This is an optimization exercise on Yosys and OpenROAD, whose aim is small area and a short achievable clock period, not a production implementation. Where RTL was checked, it was by simulation tests only, not by an equivalence proof against the original.

==> run a: inputs <==
Design lowp5, start of the top module:
module lowp5(signal_in, signal_out, time_constant, clock_in, reset, enable);
clock: 15.0 ns
lec_check: 0
abc_clock_period_in_ps: 3000
cap_margin: 20
core_margin: 2
core_utilization: 40
slew_margin: 20
synth_hierarchical: 1
run.sh (not shown) runs the stock make flow with config.mk's settings and CLKGATE_MAP_FILE= SYNTH_SCRIPT=/design/flow/synth_recipe.tcl, a recipe that flattens the netlist after the stock synthesis.
==> run b: changes against run a <==
ABC_CLOCK_PERIOD_IN_PS = default   (was 3000)
SETUP_SLACK_MARGIN = 5   (was default)
==> run c: changes against run a <==
ABC_CLOCK_PERIOD_IN_PS = default   (was 3000)
==> run summary <==
- In run a the maximum frequency is lower than in run b, by about 3%.
- Run b produced a clean layout. Run c finished with timing, DRC and antenna clean. Run a produced a clean layout.
- Sequential share of layout area is the same in run a and run c.
- Global-route usage is the same in run a and run c.
- Between run c and run b, the lower register-to-register slack is in run c (gap 300 ps).
- Of run b and run c, run b has the higher clock skew (gap 0.56 ps).
==> figures <==
                                                                           run b           run a           run c
Skew-Pair Late Insertion Delay                                            380 ps          370 ps          370 ps
Slew at the pin closest to its max-slew limit                            1010 ps         1020 ps         1020 ps
Met2 wire len                                                           27400 um        27200 um        27200 um
Share of the final layout cell area in multi-input gates                   0.726           0.726           0.726
Mean routed wirelength per cell                                          26.1 um         26.0 um         26.0 um
Number of DRC markers after the initial detailed-route iteration             985             945             945
Result of the run                                                 finished clean  finished clean  finished clean
Met3 wire length                                                         3810 um         3920 um         3920 um
Area growth from synthesis to layout                                       7.78%           7.68%           7.68%
Function was not checked in any run of this note: the RTL went through the layout flow alone.

==> trial 36 <==
lowp5, a different RTL version from the one above (not shown whole).
==> module bq_m_a, before the edit <==
module bq_m_a(input [56:0] a, input [56:0] b, output [56:0] y);
assign y = (a & b);
endmodule
==> module bq_e_a, before the edit <==
module bq_e_a(input [28:0] a, input [28:0] b, output [28:0] y);
assign y = (a & b);
endmodule
==> module bq_r_a, before the edit <==
module bq_r_a(input [28:0] a, input [28:0] b, output [28:0] y);
assign y = (a & b);
endmodule
Settings: LEC_CHECK=0, CAP_MARGIN=20, CORE_MARGIN=2, CORE_UTILIZATION=60, CTS_BUF_LIST=sky130_fd_sc_hd__clkbuf_4 sky130_fd_sc_hd__clkbuf_8, SLEW_MARGIN=20, SYNTH_HIERARCHICAL=1, TNS_END_PERCENT=20; clock period 15.0 ns.
standard.sh (not shown) runs the stock make flow with config.mk's settings and CLKGATE_MAP_FILE= SYNTH_SCRIPT=/design/flow/synth_recipe.tcl, a recipe that flattens the netlist after the stock synthesis.
==> flow/flow/run.sh <==
#!/bin/bash
set -euo pipefail
MARGIN=$(cat flow/margin.txt 2>/dev/null || echo 5)
bash standard.sh \
  "BUFFER_PORTS_ARGS=-buffer_cell sky130_fd_sc_hd__buf_2" \
  "SETUP_SLACK_MARGIN=$MARGIN" \
  finish > flow_make.log 2>&1
==> flow/flow/margin.txt <==
7
==> build 5: changes against trial 36 <==
--- a/flow/design.v
+++ b/flow/design.v
@@ -937,3 +937,3 @@
 module bq_m_a(input [56:0] a, input [56:0] b, output [56:0] y);
-assign y = (a & b);
+assign y = a & b;
 endmodule
@@ -1399,3 +1399,3 @@
 module bq_e_a(input [28:0] a, input [28:0] b, output [28:0] y);
-assign y = (a & b);
+assign y = a & b;
 endmodule
@@ -1612,3 +1612,3 @@
 module bq_r_a(input [28:0] a, input [28:0] b, output [28:0] y);
-assign y = (a & b);
+assign y = a & b;
 endmodule
- CORE_UTILIZATION: 60 -> 40
- CTS_BUF_LIST: sky130_fd_sc_hd__clkbuf_4 sky130_fd_sc_hd__clkbuf_8 -> default
- TNS_END_PERCENT: 20 -> default
==> comparison table <==
|  | trial 36 | build 5 |
|---|---|---|
| Average wire length per cell after detail routing | 23.84 um | 21.95 um |
| Die height | 178.1 um | 217.2 um |
| Worst clock skew | 18.43 ps | 11.34 ps |
| Vias/cell | 5.809 | 5.222 |
| Clock network contribution to total cell area | 2.152% | 3.170% |
| Setup slack of the critical path after layout | 7210 ps | 7271 ps |
| Fillers | 2267 | 4134 |
| Relative area of non-clock buffer cells in the final design | 4.459% | 5.997% |
| Result of the run | timing/DRC/antenna clean | timing/DRC/antenna clean |
| Register share of the cell area | 17.58% | 16.81% |
| Buffering stage count on the worst path with inverters included | 0 | 1 |
| Critical Path Sink | y1[26]$_DFFE_PP_ | y1[7]$_DFFE_PP_ |
| Met1 track demand over resource | 40.18% | 27.87% |
| Met2 wire len | 21350 um | 22470 um |
| Wire length of the first global-routing pass | 67050 um | 70300 um |
| Origin of the critical flop-to-flop path | y1[19]$_DFFE_PP_ | y2n[16]$_DFFE_PP_ |
| Fin area | 0.01947 mm2 | 0.02036 mm2 |
| Via count of the first global-routing pass | 11493 | 11600 |
| Floorplan core area | 0.02972 mm2 | 0.04509 mm2 |
| Total Routing Usage GR | 29.89% | 20.36% |
| Final worst-path cycle share | 51.93% | 51.53% |

## separate check: timing with driven ports
The flow's constraints put no driver on any port. The routed layouts listed below were extracted and timed again, unchanged, in two steps. Step 1 assumes that a clkbuf_16 drives the clock port and a buf_2 every other input. Step 2, shift: input delay + t, output delay - t, t = (earliest + latest rising clock arrival at the registers) / 2. This alone moves slack from input paths to output paths. Slacks: ideal / step 1 / step 2; pairs: ideal / step 1.
run	shift t [ns]	setup WS [ns]	worst setup path after step 2
run a	0.419	5.200 / 5.200 / 5.200	register to register
run b	0.419	5.496 / 5.496 / 5.496	register to register
run c	0.419	5.200 / 5.200 / 5.200	register to register
trial 36	0.548	7.210 / 7.210 / 7.012	input to register
build 5	0.511	7.271 / 7.271 / 6.956	input to register
After both steps setup and hold are still met in every run listed. The setup slack of build 5, which loses most, moves by 0.000 ns with the drivers and by -0.315 ns with both steps.
